From an optimization exercise on the open Yosys and OpenROAD flow, aimed at small area; shortcuts taken in it are not production practice. The RTL was checked by simulation tests, not by an equivalence proof against the original design. Power and IR drop assume default switching activity.

==> flow/design.v <==
module vga640x480(
    input  wire       i_clk,
    input  wire       i_pix_stb,
    input  wire       i_rst,
    output wire       o_hs,
    output wire       o_vs,
    output wire       o_animate,
    output wire       o_hend,
    output wire [9:0] o_x,
    output wire [8:0] o_y,
    output wire [9:0] o_hx,
    output wire [9:0] o_v
    );
    reg [9:0] hx;
    reg [9:0] v;
    wire hblank = hx[9] & hx[8];           
    wire hend   = (hx == 10'd640);         
    wire vend   = (v == 10'd525);
    assign o_hs = ~((hx >= 10'd880) & (hx < 10'd976));      
    assign o_vs = ~((v == 10'd490) | (v == 10'd491));
    assign o_x  = hblank ? 10'd0 : hx;
    assign o_y  = (v >= 10'd480) ? 9'd479 : v[8:0];
    assign o_animate = (v == 10'd479) & hend;
    assign o_hend = hend;
    assign o_hx = hx;
    assign o_v  = v;
    always @(posedge i_clk)
        if (i_rst) begin
            hx <= 10'd864;
            v  <= 10'd0;
        end else if (i_pix_stb) begin
            hx <= hend ? 10'd864 : hx + 10'd1;
            if (vend)
                v <= 10'd0;
            else if (hend)
                v <= v + 10'd1;
        end
endmodule
module ssd_seg(
    input  wire [3:0] number,
    input  wire [2:0] seg,
    output reg        on
    );
    reg [6:0] lines;
    always @(*) begin
        case (number)
        4'd0: lines = 7'b0111111;
        4'd1: lines = 7'b0000110;
        4'd2: lines = 7'b1011011;
        4'd3: lines = 7'b1001111;
        4'd4: lines = 7'b1100110;
        4'd5: lines = 7'b1101101;
        4'd6: lines = 7'b1111101;
        4'd7: lines = 7'b0000111;
        4'd8: lines = 7'b1111111;
        4'd9: lines = 7'b1101111;
        default: lines = 7'bxxxxxxx;
        endcase
        on = lines[seg];
    end
endmodule
module ssd_vga(
    input  wire [9:0] x,
    input  wire [8:0] y,
    input  wire [3:0] t3, t2, t1, t0,    
    input  wire [3:0] p3, p2, p1, p0,    
    input  wire [7:0] red_en,            
    output wire       digit,             
    output wire       digit_red
    );
    wire trow = (y >= 9'd100) & (y < 9'd190);
    wire prow = (y >= 9'd300) & (y < 9'd390);
    wire [8:0] ly = trow ? (y - 9'd100) : (y - 9'd300);
    reg        incol;
    reg  [2:0] di;
    reg  [9:0] sx;
    always @(*) begin
        incol = 1'b1; di = 3'd0; sx = 10'd0;
        if (trow) begin
            if      (x >= 10'd350 && x < 10'd400) begin di = 3'd7; sx = 10'd350; end
            else if (x >= 10'd410 && x < 10'd460) begin di = 3'd6; sx = 10'd410; end
            else if (x >= 10'd500 && x < 10'd550) begin di = 3'd5; sx = 10'd500; end
            else if (x >= 10'd560 && x < 10'd610) begin di = 3'd4; sx = 10'd560; end
            else incol = 1'b0;
        end else begin
            if      (x >= 10'd365 && x < 10'd415) begin di = 3'd3; sx = 10'd365; end
            else if (x >= 10'd425 && x < 10'd475) begin di = 3'd2; sx = 10'd425; end
            else if (x >= 10'd485 && x < 10'd535) begin di = 3'd1; sx = 10'd485; end
            else if (x >= 10'd545 && x < 10'd595) begin di = 3'd0; sx = 10'd545; end
            else incol = 1'b0;
        end
    end
    wire [5:0] lx = x[5:0] - sx[5:0];
    wire cl = lx < 6'd10;
    wire cr = lx >= 6'd40;
    wire cm = ~cl & ~cr;
    wire ra = ly < 9'd10;
    wire rb = (ly >= 9'd10) & (ly < 9'd40);
    wire rc = (ly >= 9'd40) & (ly < 9'd50);
    wire rd = (ly >= 9'd50) & (ly < 9'd80);
    wire re = (ly >= 9'd80);
    reg       segv;
    reg [2:0] seg;
    always @(*) begin
        segv = 1'b1; seg = 3'd0;
        if      (cm & ra) seg = 3'd0;
        else if (cm & rc) seg = 3'd6;
        else if (cm & re) seg = 3'd3;
        else if (cl & rb) seg = 3'd5;
        else if (cr & rb) seg = 3'd1;
        else if (cl & rd) seg = 3'd4;
        else if (cr & rd) seg = 3'd2;
        else segv = 1'b0;
    end
    reg [3:0] num;
    always @(*)
        case (di)
        3'd7: num = t3; 3'd6: num = t2; 3'd5: num = t1; 3'd4: num = t0;
        3'd3: num = p3; 3'd2: num = p2; 3'd1: num = p1; default: num = p0;
        endcase
    wire on;
    ssd_seg dec(.number(num), .seg(seg), .on(on));
    assign digit = (trow | prow) & incol & segv & on;
    assign digit_red = digit & red_en[di];
endmodule
module random_gen (
    input  wire       CLK,
    input  wire       reset,
    input  wire       step,        
    output wire [4:0] rnd
    );
    reg odd;
    always @(posedge CLK)
        if (reset)
            odd <= 1'b0;
        else if (step)
            odd <= ~odd;
    assign rnd = odd ? 5'b00011 : 5'b01001;
endmodule
module Pinball(
    input wire CLK,              
    input wire RST_BTN,          
	 input wire plunger_BTN,		   
	 input wire flipper_left,	   
	 input wire flipper_right,	   
    output wire VGA_HS_O,        
    output wire VGA_VS_O,        
    output wire [7:0] VGA_R,     
    output wire [7:0] VGA_G,     
    output wire [7:0] VGA_B,      
    output wire clk_25MHz
	 );
    wire rst = ~RST_BTN;
    reg c15, pix;
    always @(posedge CLK)
        if (rst) begin
            c15 <= 1'b0;
            pix <= 1'b0;
        end else begin
            c15 <= ~c15;
            pix <= c15;
        end
    assign clk_25MHz = pix;
    wire k0 = ~c15 & ~pix;       
    wire [9:0] x;
    wire [8:0] y;
    wire [9:0] hx, v;
    wire animate, hend;
    vga640x480 display (
        .i_clk(CLK), .i_pix_stb(pix), .i_rst(rst),
        .o_hs(VGA_HS_O), .o_vs(VGA_VS_O), .o_animate(animate), .o_hend(hend),
        .o_x(x), .o_y(y), .o_hx(hx), .o_v(v));
    reg first;
    always @(posedge CLK)
        if (rst)
            first <= 1'b1;
        else if (animate)
            first <= 1'b0;
    wire fcol = first ? (v == 10'd62  && hx == 10'd177 &&  pix) : (v == 10'd17  && hx == 10'd178 && !pix);
    wire fvel = first ? (v == 10'd93  && hx == 10'd346 &&  pix) : (v == 10'd48  && hx == 10'd347 && !pix);
    wire fmov = first ? (v == 10'd124 && hx == 10'd515 &&  pix) : (v == 10'd79  && hx == 10'd516 && !pix);
    wire fpt  = first ? (v == 10'd187 && hx == 10'd53  && !pix) : (v == 10'd142 && hx == 10'd53  &&  pix);
    reg [16:0] ct;
    reg [3:0] s0, m0, m1;
    reg [2:0] s1;
    always @(posedge CLK)
        if (rst)
            ct <= 17'd0;
        else if (ct == 17'd99999)
            ct <= 17'd0;
        else
            ct <= ct + 17'd1;
    wire tick = (ct == 17'd0) & ~k0;
    always @(posedge CLK)
        if (rst) begin
            s0 <= 4'd0; s1 <= 3'd0; m0 <= 4'd0; m1 <= 4'd0;
        end else if (tick) begin
            if (s0 == 4'd9) begin
                s0 <= 4'd0;
                if (s1 == 3'd5) begin
                    s1 <= 3'd0;
                    if (m0 == 4'd9) begin
                        m0 <= 4'd0;
                        m1 <= m1 + 4'd1;
                    end else
                        m0 <= m0 + 4'd1;
                end else
                    s1 <= s1 + 3'd1;
            end else
                s0 <= s0 + 4'd1;
        end
    reg [19:0] cntL, cntR;
    reg [4:0] stL, stR;
    reg trL, trR;
    always @(posedge CLK)
        if (rst) begin
            cntL <= 20'd0; stL <= 5'd0; trL <= 1'b0;
        end else begin
            if (!flipper_left || trL) begin
                trL <= 1'b1;
                if (cntL == 20'd781250) begin
                    stL <= stL + 5'd1;
                    cntL <= 20'd0;
                end else
                    cntL <= cntL + 20'd1;
            end
            if (stL == 5'd16) begin
                stL <= 5'd0;
                trL <= 1'b0;
            end
        end
    always @(posedge CLK)
        if (rst) begin
            cntR <= 20'd0; stR <= 5'd0; trR <= 1'b0;
        end else begin
            if (!flipper_right || trR) begin
                trR <= 1'b1;
                if (cntR == 20'd781250) begin
                    stR <= stR + 5'd1;
                    cntR <= 20'd0;
                end else
                    cntR <= cntR + 20'd1;
            end
            if (stR == 5'd16) begin
                stR <= 5'd0;
                trR <= 1'b0;
            end
        end
    wire flipper_vga;
    flippers flip(.x(x), .y(y), .stL(stL), .stR(stR), .on(flipper_vga));
    wire border, circ, pen, hexa, plunger;
    playfield field(.x(x), .y(y), .border(border), .circ(circ), .pen(pen), .hexa(hexa), .plunger(plunger));
    reg [8:0] bx, by;
    reg [12:0] bxf, byf;
    reg [3:0] cs;             
    reg [3:0] tlp, trp, tc1, tc2, tp1, tp2, th1, th2;
    reg [3:0] vxc;            
    reg [7:0] vy;
    reg xdir, ydir, ps;
    reg signed [3:0] pt;      
    reg p0, hf;
    reg [3:0] p1, p2, p3;
    wire [4:0] rnd;
    random_gen hexa1(.CLK(CLK), .reset(rst), .step(fvel), .rnd(rnd));
    wire ball;
    ball_disc bd(.x(x), .y(y), .bx(bx), .by(by), .on(ball));
    wire [3:0] hit;           
    objects_hit oh(.bx(bx), .by(by), .hit(hit));
    wire c3 = ({1'b0, by} >= {1'b0, bx} + 10'd356) & (by <= 9'd430) & (bx >= 9'd10) & (by > 9'd369) & (bx < 9'd80) & (tlp == 4'd0);
    wire c4 = ({1'b0, bx} + {1'b0, by} >= 10'd636) & (by <= 9'd430) & (by > 9'd369) & (bx <= 9'd270) & (bx > 9'd60) & (trp == 4'd0);
    wire h7  = (hit == 4'd7)  & (tc1 == 4'd0);
    wire h8  = (hit == 4'd8)  & (tc2 == 4'd0);
    wire h9  = (hit == 4'd9)  & (tp1 == 4'd0);
    wire h10 = (hit == 4'd10) & (tp2 == 4'd0);
    wire h11 = ((hit == 4'd11) & (th1 == 4'd0)) | ((hit == 4'd12) & (th2 == 4'd0));
    reg [3:0] cs_n;
    reg set_lp, set_rp, set_c1, set_c2, set_p1, set_p2, set_h1, set_h2;
    always @(*) begin
        cs_n = 4'd13;
        {set_lp, set_rp, set_c1, set_c2, set_p1, set_p2, set_h1, set_h2} = 8'd0;
        if (by <= 9'd17)       cs_n = 4'd0;
        else if (bx <= 9'd17)  cs_n = 4'd1;
        else if (bx >= 9'd263) cs_n = 4'd2;
        else if (c3)  begin cs_n = 4'd3;  set_lp = 1'b1; end
        else if (c4)  begin cs_n = 4'd3;  set_rp = 1'b1; end
        else if (h7)  begin cs_n = 4'd7;  set_c1 = 1'b1; end
        else if (h8)  begin cs_n = 4'd7;  set_c2 = 1'b1; end
        else if (h9)  begin cs_n = 4'd9;  set_p1 = 1'b1; end
        else if (h10) begin cs_n = 4'd9;  set_p2 = 1'b1; end
        else if (h11) begin cs_n = 4'd11; set_h1 = 1'b1; set_h2 = 1'b1; end
        else if (by > 9'd415) begin cs_n = 4'd12; set_h2 = 1'b1; end
    end
    localparam [3:0] VX0 = 4'd0, VX100 = 4'd1, VX200 = 4'd2, VX120 = 4'd3, VX135 = 4'd4,
                     VX150 = 4'd5, VX15 = 4'd6, VX30 = 4'd7, VX90 = 4'd8;
    reg [7:0] vx;
    always @(*)
        case (vxc)
        VX100: vx = 8'd100; VX200: vx = 8'd200; VX120: vx = 8'd120; VX135: vx = 8'd135;
        VX150: vx = 8'd150; VX15:  vx = 8'd15;  VX30:  vx = 8'd30;  VX90:  vx = 8'd90;
        VX0:   vx = 8'd0;
        default: vx = 8'bxxxxxxxx;
        endcase
    reg [3:0] rvxc;
    reg [7:0] rvy;
    always @(*)
        case (rnd[4:2])
        3'd0: begin rvxc = VX120; rvy = 8'd120; end
        3'd1: begin rvxc = VX135; rvy = 8'd90;  end
        3'd2: begin rvxc = VX150; rvy = 8'd30;  end
        3'd3: begin rvxc = VX150; rvy = 8'd15;  end
        3'd4: begin rvxc = VX150; rvy = 8'd0;   end
        3'd5: begin rvxc = VX15;  rvy = 8'd150; end
        3'd6: begin rvxc = VX30;  rvy = 8'd150; end
        default: begin rvxc = VX90; rvy = 8'd135; end
        endcase
    wire pc = (cs == 4'd7);
    wire pp = (cs == 4'd9);
    wire ph = (cs == 4'd11);
    always @(posedge CLK)
        if (rst) begin
            bx <= 9'd20; by <= 9'd370;
            bxf <= 13'd320; byf <= 13'd5920;
            cs <= 4'd13;
            tlp <= 4'd0; trp <= 4'd0; tc1 <= 4'd0; tc2 <= 4'd0;
            tp1 <= 4'd0; tp2 <= 4'd0; th1 <= 4'd0; th2 <= 4'd0;
            vxc <= VX0; vy <= 8'd0;
            xdir <= 1'b1; ydir <= 1'b0; ps <= 1'b1;
            pt <= 4'sd0; p0 <= 1'b0; p1 <= 4'd0; p2 <= 4'd0; p3 <= 4'd0; hf <= 1'b0;
        end else begin
            if (fcol) begin
                cs <= cs_n;
                tlp <= (tlp != 4'd0) ? tlp - 4'd1 : (set_lp ? 4'd8 : 4'd0);
                trp <= (trp != 4'd0) ? trp - 4'd1 : (set_rp ? 4'd8 : 4'd0);
                tc1 <= (tc1 != 4'd0) ? tc1 - 4'd1 : (set_c1 ? 4'd8 : 4'd0);
                tc2 <= (tc2 != 4'd0) ? tc2 - 4'd1 : (set_c2 ? 4'd8 : 4'd0);
                tp1 <= (tp1 != 4'd0) ? tp1 - 4'd1 : (set_p1 ? 4'd8 : 4'd0);
                tp2 <= (tp2 != 4'd0) ? tp2 - 4'd1 : (set_p2 ? 4'd8 : 4'd0);
                th1 <= (th1 != 4'd0) ? th1 - 4'd1 : (set_h1 ? 4'd8 : 4'd0);
                th2 <= (th2 != 4'd0) ? th2 - 4'd1 : (set_h2 ? 4'd8 : 4'd0);
            end
            if (!plunger_BTN && ps) begin
                vxc <= VX100;
                vy <= 8'd150;
                ps <= 1'b0;
            end
            if (fvel && !ps)
                case (cs)
                4'd0: ydir <= 1'b1;
                4'd1: xdir <= 1'b1;
                4'd2: xdir <= 1'b0;
                4'd3: begin vxc <= VX200; vy <= 8'd100; xdir <= 1'b1; end
                4'd7, 4'd9: begin xdir <= ~xdir; ydir <= ~ydir; end
                4'd11: begin xdir <= rnd[1]; ydir <= rnd[0]; vxc <= rvxc; vy <= rvy; end
                4'd12: ydir <= 1'b0;
                default: ;
                endcase
            if (fmov && !ps) begin
                bxf <= xdir ? bxf + {5'd0, vx} : bxf - {5'd0, vx};
                if (ydir) begin
                    byf <= byf + {5'd0, vy};
                    if (vy < 8'd250) vy <= vy + 8'd1;
                end else begin
                    byf <= byf - {5'd0, vy};
                    if (vy > 8'd100) vy <= vy - 8'd1;
                end
                bx <= bxf[12:4];
                by <= byf[12:4];
            end
            if (fpt) begin
                if (pt > 4'sd0) begin
                    pt <= pt - 4'sd1;
                    if (p0) begin
                        p0 <= 1'b0;
                        if (p1 == 4'd9) begin
                            p1 <= 4'd0;
                            if (p2 == 4'd9) begin
                                p2 <= 4'd0;
                                p3 <= p3 + 4'd1;
                                if (p3 == 4'd9) hf <= 1'b1;
                            end else
                                p2 <= p2 + 4'd1;
                        end else
                            p1 <= p1 + 4'd1;
                    end else
                        p0 <= 1'b1;
                end else if (pt < 4'sd0) begin
                    pt <= pt + 4'sd1;
                    if (!p0) begin
                        p0 <= 1'b1;
                        if (p1 == 4'd0) begin
                            p1 <= 4'd9;
                            if (p2 == 4'd0) begin
                                p2 <= 4'd9;
                                p3 <= p3 - 4'd1;
                                if (p3 == 4'd0) hf <= 1'b0;
                            end else
                                p2 <= p2 - 4'd1;
                        end else
                            p1 <= p1 - 4'd1;
                    end else
                        p0 <= 1'b0;
                end else if (ph)
                    pt <= 4'sd4;
                else if (pp)
                    pt <= -4'sd3;
                else if (pc)
                    pt <= 4'sd2;
            end
        end
    wire [3:0] t3 = (m1 >= 4'd9) ? 4'd9 : m1;
    wire [3:0] q3 = (p3 <= 4'd9) ? p3 : (hf ? 4'd9 : 4'd0);
    wire [3:0] q0 = p0 ? 4'd5 : 4'd0;
    wire digit, digit_red;
    ssd_vga digits(
        .x(x), .y(y),
        .t3(t3), .t2(m0), .t1({1'b0, s1}), .t0(s0),
        .p3(q3), .p2(p2), .p1(p1), .p0(q0),
        .red_en({tc1 != 4'd0, tc2 != 4'd0, th1 != 4'd0, th2 != 4'd0, 1'b1, 1'b1, tp1 != 4'd0, tp2 != 4'd0}),
        .digit(digit), .digit_red(digit_red));
    wire r = border | circ | flipper_vga | ball | digit_red;
    wire g = border | pen | ball | plunger | digit;
    wire b = border | hexa | plunger | digit;
    assign VGA_R = {8{r}};
    assign VGA_G = {8{g}};
    assign VGA_B = {8{b}};
endmodule
module absdiff #(parameter W = 11, parameter A = 6, parameter LIM = 60) (
    input  wire signed [W-1:0] d,
    output wire        [A-1:0] a,
    output wire                ok       
    );
    wire signed [W-1:0] n = -d;
    wire [W-1:0] m = d[W-1] ? n : d;
    assign a  = m[A-1:0];
    assign ok = (m <= LIM);
endmodule
module ball_disc(
    input  wire [9:0] x,
    input  wire [8:0] y,
    input  wire [8:0] bx, by,
    output wire on
    );
    wire signed [10:0] dx = {1'b0, x} - {2'b0, bx};
    wire signed [10:0] dy = {2'b0, y} - {2'b0, by};
    wire [2:0] ax, ay;
    wire okx, oky;
    absdiff #(11, 3, 6) adx(dx, ax, okx);
    absdiff #(11, 3, 6) ady(dy, ay, oky);
    assign on = okx & oky & ({4'd0, ax} * ax + {4'd0, ay} * ay < 7'd49);
endmodule
module objects_hit(
    input  wire [8:0] bx, by,
    output wire [3:0] hit
    );
    wire left = bx < 9'd140;
    wire rp = by < 9'd149;
    wire rc = ~rp & (by < 9'd226);
    wire [8:0] cx = rp ? (left ? 9'd70 : 9'd210) : rc ? (left ? 9'd96 : 9'd184) : (left ? 9'd85 : 9'd215);
    wire [8:0] cy = rp ? 9'd120 : rc ? 9'd180 : 9'd280;
    wire [4:0] r  = rp ? 5'd17 : rc ? 5'd19 : 5'd27;
    wire [9:0] r2 = rp ? 10'd289 : rc ? 10'd361 : 10'd729;
    wire signed [9:0] dx = {1'b0, bx} - {1'b0, cx};
    wire signed [9:0] dy = {1'b0, by} - {1'b0, cy};
    wire [4:0] ax, ay;
    wire okx, oky;
    absdiff #(10, 5, 31) adx(dx, ax, okx);
    absdiff #(10, 5, 31) ady(dy, ay, oky);
    wire in = okx & oky & (ax <= r) & (ay <= r) & ({5'd0, ax} * ax + {5'd0, ay} * ay <= {1'b0, r2});
    assign hit = ~in ? 4'd0 : rp ? (left ? 4'd9 : 4'd10) : rc ? (left ? 4'd7 : 4'd8) : (left ? 4'd11 : 4'd12);
endmodule
module playfield(
    input  wire [9:0] x,
    input  wire [8:0] y,
    output wire border, circ, pen, hexa, plunger
    );
    wire [10:0] xs = {1'b0, x};
    wire [10:0] ys = {2'b0, y};
    wire top_edge   = (x > 0) & (x <= 280) & (y > 0) & (y < 10);
    wire left_edge  = (x > 0) & (x < 10) & (y > 0) & (y < 370);
    wire right_edge = (x > 270) & (x <= 280) & (y > 0) & (y < 370);
    wire [10:0] ymx = ys - xs;
    wire [10:0] ypx = ys + xs;
    wire left_par  = ~ymx[10] & (ymx >= 361) & (ymx <= 370) & (y > 369) & (y < 431);
    wire right_par = (ypx >= 641) & (ypx <= 650) & (y > 369) & (y < 431);
    assign border = (top_edge | left_edge | right_edge | left_par | right_par) & (x > 0) & (x < 640) & (y > 0);
    wire left = x < 10'd140;
    wire signed [10:0] cdx = xs - (left ? 11'd96 : 11'd184);
    wire signed [10:0] cdy = ys - 11'd180;
    wire [3:0] cax, cay; wire cokx, coky;
    absdiff #(11, 4, 11) acx(cdx, cax, cokx);
    absdiff #(11, 4, 11) acy(cdy, cay, coky);
    assign circ = cokx & coky & ({4'd0, cax} * cax + {4'd0, cay} * cay < 8'd144);
    wire signed [10:0] pdx = xs - (left ? 11'd70 : 11'd210);
    wire signed [10:0] pdy = ys - 11'd120;
    wire [3:0] pax, pay; wire pokx, poky;
    absdiff #(11, 4, 9) apx(pdx, pax, pokx);
    absdiff #(11, 4, 9) apy(pdy, pay, poky);
    assign pen = pokx & poky & ({4'd0, pax} * pax + {4'd0, pay} * pay < 8'd100);
    wire signed [11:0] hdx = {xs, 1'b0} - (left ? 12'd171 : 12'd429);
    wire signed [11:0] hdy = {ys, 1'b0} - 12'd561;
    wire [5:0] hax, hay; wire hokx, hoky;
    absdiff #(12, 6, 39) ahx(hdx, hax, hokx);
    absdiff #(12, 6, 41) ahy(hdy, hay, hoky);
    assign hexa = hokx & hoky & ({1'b0, hay} + {hax, 1'b0} <= 7'd79);
    assign plunger = ((x >= 30) & (x < 33) & (y > 357) & (y < 393)) |
                     ((x > 0) & (x < 33) & (y > 357) & (y <= 360));
endmodule
module flippers(
    input  wire [9:0] x,
    input  wire [8:0] y,
    input  wire [4:0] stL, stR,
    output wire on
    );
    wire left = x < 10'd140;
    wire [10:0] xs = {1'b0, x};
    wire signed [10:0] m = left ? xs - 11'd65 : 11'd215 - xs;
    wire signed [10:0] w = {2'b0, y} - 11'd431;
    wire [5:0] am, aw; wire okm, okw;
    absdiff #(11, 6, 60) amm(m, am, okm);
    absdiff #(11, 6, 60) aww(w, aw, okw);
    wire disc = okm & okw & ({7'd0, am} * am + {7'd0, aw} * aw < 13'd3601);
    wire signed [10:0] m1 = {{4{m[6]}}, m[6:0]};
    wire signed [10:0] w1 = {{4{w[6]}}, w[6:0]};
    wire signed [10:0] w3 = w1 + (w1 <<< 1);
    wire signed [10:0] w5 = w1 + (w1 <<< 2);
    wire signed [10:0] m2 = m1 <<< 1;
    wire signed [10:0] f1 = w1 - m1, f2 = w3 - m2, f3 = w5 - m2, f4 = w5 - m1;
    wire signed [10:0] f5 = w5 + m1, f6 = w5 + m2, f7 = w3 + m2, f8 = w1 + m1;
    wire wp = ~w[10];                  
    wire wn = w[10] | (w == 0);        
    wire [4:0] st = left ? stL : stR;
    wire [3:0] sh = (st > 5'd8) ? (5'd16 - st) : st[3:0];
    wire e = left ? 1'b0 : 1'b1;       
    reg in;
    always @(*)
        case (sh)
        4'd0: in = wp & (f1 >= -5) & (f1 <= (e ? 4 : 5));
        4'd1: in = wp & (f2 >= -10) & (f1 <= (e ? 4 : 5));
        4'd2: in = wp & (f3 >= -10) & (f2 <= (e ? 8 : 10));
        4'd3: in = wp & (f4 >= -5) & (f3 <= (e ? 8 : 10));
        4'd4: in = wp & (f4 <= (e ? 4 : 5));
        4'd5: in = wn & (f5 >= (e ? -4 : -5));
        4'd6: in = wn & (f6 >= (e ? -8 : -10)) & (f5 <= 5);
        4'd7: in = wn & (f7 >= (e ? -8 : -10)) & (f6 <= 10);
        4'd8: in = wn & (f8 >= (e ? -4 : -5)) & (f7 <= 10);
        default: in = 1'b0;
        endcase
    assign on = disc & in;
endmodule
==> flow/run.sh <==
#!/bin/bash
# synth_recipe.tcl (not shown) runs the flow's synth.tcl, then flattens the netlist and writes it again
# the make line also repeats each setting of config.mk as NAME=value (left out here)
make -C /OpenROAD-flow-scripts/flow DESIGN_CONFIG=/design/flow/config.mk WORK_HOME=/design/flow/orfs CLKGATE_MAP_FILE= SYNTH_SCRIPT=/design/flow/synth_recipe.tcl finish
==> flow/config.mk <==
export PLATFORM = sky130hd
export DESIGN_NAME = Pinball
export DESIGN_NICKNAME = Pinball
export VERILOG_FILES = /design/flow/design.v
export SDC_FILE = /design/flow/constraint.sdc
export NUM_CORES = 4
export LEC_CHECK = 0
export CAP_MARGIN = 20
export CORE_MARGIN = 2
export CORE_UTILIZATION = 40
export SLEW_MARGIN = 20
==> flow/constraint.sdc <==
create_clock -name core_clock -period 25.0 [get_ports {CLK}]
set_input_delay 5.0000 -clock core_clock [delete_from_list [all_inputs] [get_ports {CLK}]]
set_output_delay 5.0000 -clock core_clock [all_outputs]
set_load 0.01 [all_outputs]
==> flow_summary.toml <==
[timing]
hold_viol = 0
relSlewSlack_pct = 29.5
rsz0062_at_grt = "false"
finalCritPeriodShare_pct = 62.8
finalSetupTns_ns = 0
slew_viol_final = 0
setup_viol = 0
max_freq_ghz = 0.0637
finalCriticalPeriod_ns = 15.69
skew_ns = 0.0217
tightest_slew_ns = 1.05
setup_slack_ns = 9.31
hold_slack_ns = 0.443

[grt]
grt_pass1_wl_um = 144000
antenna_found_initial = 0
grt_pass1_vias = 26900
grt_usage_pct = 22.1
grt_overflow = 0
grt_max_degree = 76

[drt]
wirelength_um = 89100
drtAntennaViolNets = 0
vias = 28700
dr.pass1.iters = 6
route.detailed.drc = 0
drt-wirelength-per-cell_um = 17.7
drt-initial-drc-count = 2199
vias_per_cell = 5.68

[critical_path]
slowest_delay_ns = 0.85
cp.arrival_ns = 10.69
cpMaxStageDelayCell = "dfxtp_1"
crit_fanout = 26
path_common_cell = "ha_1"
path_class = "register to output pin"
worstSetupEndpointType = "output pin"
required_ns = 20.00
worstSetupStartpointType = "register"

[layout]
areaGrowthSynthToFinish_pct = 6.65
fin_nets = 4514
stdcell_count = 5050
layout-drive-gt1-share_pct = 4.05

[yosys]
synth_ff_type = "dfxtp_1"
avgSynthCellArea_um2 = 7.42
ys_seq_area_share_pct = 15.0
syn_area_um2 = 30600
synthCells = 4123
syn_nets = 4584
synth.distinct_cells = 92
yosysWarnings = 6
ys_ff_latch = 229
async_reset_ff_share_pct = 0
synth_edf_count = 0

[clock_tree]
root_buffer = "clkbuf_16"
hold_buffers = 0
cts_buffer_depth = 3
clk_pin_slew_ns = 0.07
clk_latency_ns = 0.56
postCtsSetupBuffers = 0
htree_levels = 1
clkSinkCount = 229
cts_made_buffers = 25
cts_tree = "yes"
cts_resized = 0

[floorplanning]
fp.dieW_um = 280
ios = 32
core-area_um2 = 75800
initial_core_util_pct = 40.3
die_h_um = 280
rows = 101
die-area_um2 = 78700

[placement]
placed_cells = 5004
gp_congestion = 0.967
port_buffers = 31
hpwlAfterDp_um = 68800
pre_cts_slack_ns = 9.98

[power]
leakagePower_nw = 14.2
powerDensity_nw_per_um2 = 25.6
p_total_mw = 0.834
vdd_drop_max_mv = 0.0429

[flow_run]
drv_cap = 0

[run_status]
status = "finished clean"

[min_path]
min-delay-path-class = "register to register"
logic make-up after synthesis:
logic type	synth area share [%]
buffers and inverters	6.23
adders and majority gates	20.4
and+or+nand+nor	24.2
muxes	1.38
xor gates and xnor gates	10.3
AOI/OAI and AO/OA	22.4
DFF	15.0
area by class of cell:
| type | count | area [um2] |
|---|---|---|
| fill | 7809 | 43200 |
| multi-input combinational | 3421 | 24100 |
| sequential | 229 | 4580 |
| tap | 978 | 1220 |
| inverter | 300 | 1130 |
| timing repair buffer | 76 | 646 |
| clock buffer | 26 | 629 |
| clock inverter | 19 | 292 |
| antenna | 1 | 2.50 |
state kept, by name, summed over array words and instances, names as in the netlist, 5 cells and up:
| register | count |
|---|---|
| display.hx | 10 |
| stR | 5 |
| cntR | 20 |
| vy | 8 |
| vx | 8 |
| display.v | 10 |
| ct | 17 |
| byf | 13 |
| by | 9 |
| stL | 5 |
| bxf | 13 |
| cntL | 20 |
| bx | 9 |
stage by stage:
stage          instance area, um2  utilization [%]
2_1_floorplan               30600                -
5_1_grt                     32600             43.0
6_report                    32600             43.0
3_3_place_gp                31700             41.8
4_1_cts                     32600             43.0
3_5_place_dp                31700             41.8
worst max-delay path: cells and delay by family, from the launching register on:
family	cells	cell delay, ns
AOI/OAI and AO/OA	11	2.55
buffers and inverters	4	1.20
DFF	1	0.85
adders and majority gates	7	2.92
xor gates and xnor gates	3	1.30
and+or+nand+nor	6	1.29
power by group:
group	switching, mW	internal (mW)	leakage [nW]	total (mW)
clock	0.170	0.249	0.440	0.419
sequential	0.00532	0.368	1.85	0.374
combinational	0.0241	0.0171	11.9	0.0413
placed cells by master (no fill, tap or decap), drive strengths merged, types with 70 or more instances in the layout:
cell type	instances
nor2	418
nand3	108
dfxtp	229
o21ai	238
ha	385
xnor2	240
xor2	121
nor3	124
nand2	358
a21oi	281
inv	296
nand2b	77
fa	71
nand4	70
worst paths after layout:
| path | startpoint | slack [ns] | endpoint | cells past startpoint |
|---|---|---|---|---|
| max | display.v[5] | 9.31 | VGA_R[0] | 31 |
| min | c15 | 0.44 | c15 | 1 |
| max reg2reg | by[1] | 14.32 | tp1[3] | 43 |
| min reg2reg | c15 | 0.44 | c15 | 1 |
layer usage:
layer / global-route usage, % / up-vias / share of wire, %
li1: - / 14500 / -
met1: 31.2 / 13400 / 48
met2: 36.2 / 737 / 45
met3: 1.81 / 126 / 5.0
met4: 5.58 / 0 / 2.3
met5: 0 / - / 0
synth_stat cells (12+ instances only):
| master | instances | area (um2) |
|---|---|---|
| fa_1 | 71 | 1420 |
| nand4_1 | 70 | 438 |
| nor3b_1 | 27 | 203 |
| o31ai_1 | 19 | 143 |
| a41oi_1 | 16 | 140 |
| o21ai_0 | 235 | 1180 |
| nand2b_1 | 77 | 482 |
| and3_1 | 28 | 175 |
| a21o_1 | 65 | 488 |
| a31oi_1 | 51 | 319 |
| xor2_1 | 121 | 1060 |
| or2_2 | 22 | 138 |
| a21boi_0 | 50 | 375 |
| nand3_1 | 108 | 541 |
| or4_1 | 13 | 97.6 |
| nor3_1 | 124 | 621 |
| nor2b_1 | 68 | 425 |
| o211ai_1 | 45 | 338 |
| nor4_1 | 39 | 244 |
| a2111oi_0 | 13 | 114 |
| buf_2 | 14 | 70.1 |
| ha_1 | 385 | 4820 |
| a21oi_1 | 278 | 1390 |
| xnor2_1 | 240 | 2100 |
| inv_1 | 287 | 1080 |
| a211oi_1 | 28 | 210 |
| and2_1 | 65 | 407 |
| a22oi_1 | 16 | 120 |
| o21a_1 | 31 | 233 |
| nand2_1 | 358 | 1340 |
| o41ai_1 | 12 | 105 |
| and4_1 | 12 | 105 |
| dfxtp_1 | 229 | 4580 |
| mux2i_1 | 31 | 310 |
| o22ai_1 | 20 | 125 |
| o21bai_1 | 45 | 338 |
| clkbuf_1 | 122 | 458 |
| nor2_1 | 418 | 1570 |
| or3_1 | 38 | 238 |
| buf_4 | 24 | 180 |

## static timing again, ports no longer ideal
No port has a modelled driver above. Below, the same layout with a new extraction and two added sets of constraints. Step 1, drivers: a clkbuf_16 drives CLK and a buf_2 each remaining input, both assumed. Step 2 also shifts input and output timing later by t, the mid clock arrival at the registers, as if the neighbouring blocks saw the same clock. Three values: no drivers, after step 1, after step 2; two values: the first two.
t, ns: 0.602
slack for setup (ns): 9.308 / 9.256 / 9.858
hold WS [ns]: 0.443 / 0.443 / 0.443
worst setup path at the end: register to output
After both steps this run still meets setup and hold. The setup slack of this run moves by -0.052 ns with the drivers and by +0.550 ns with both steps.
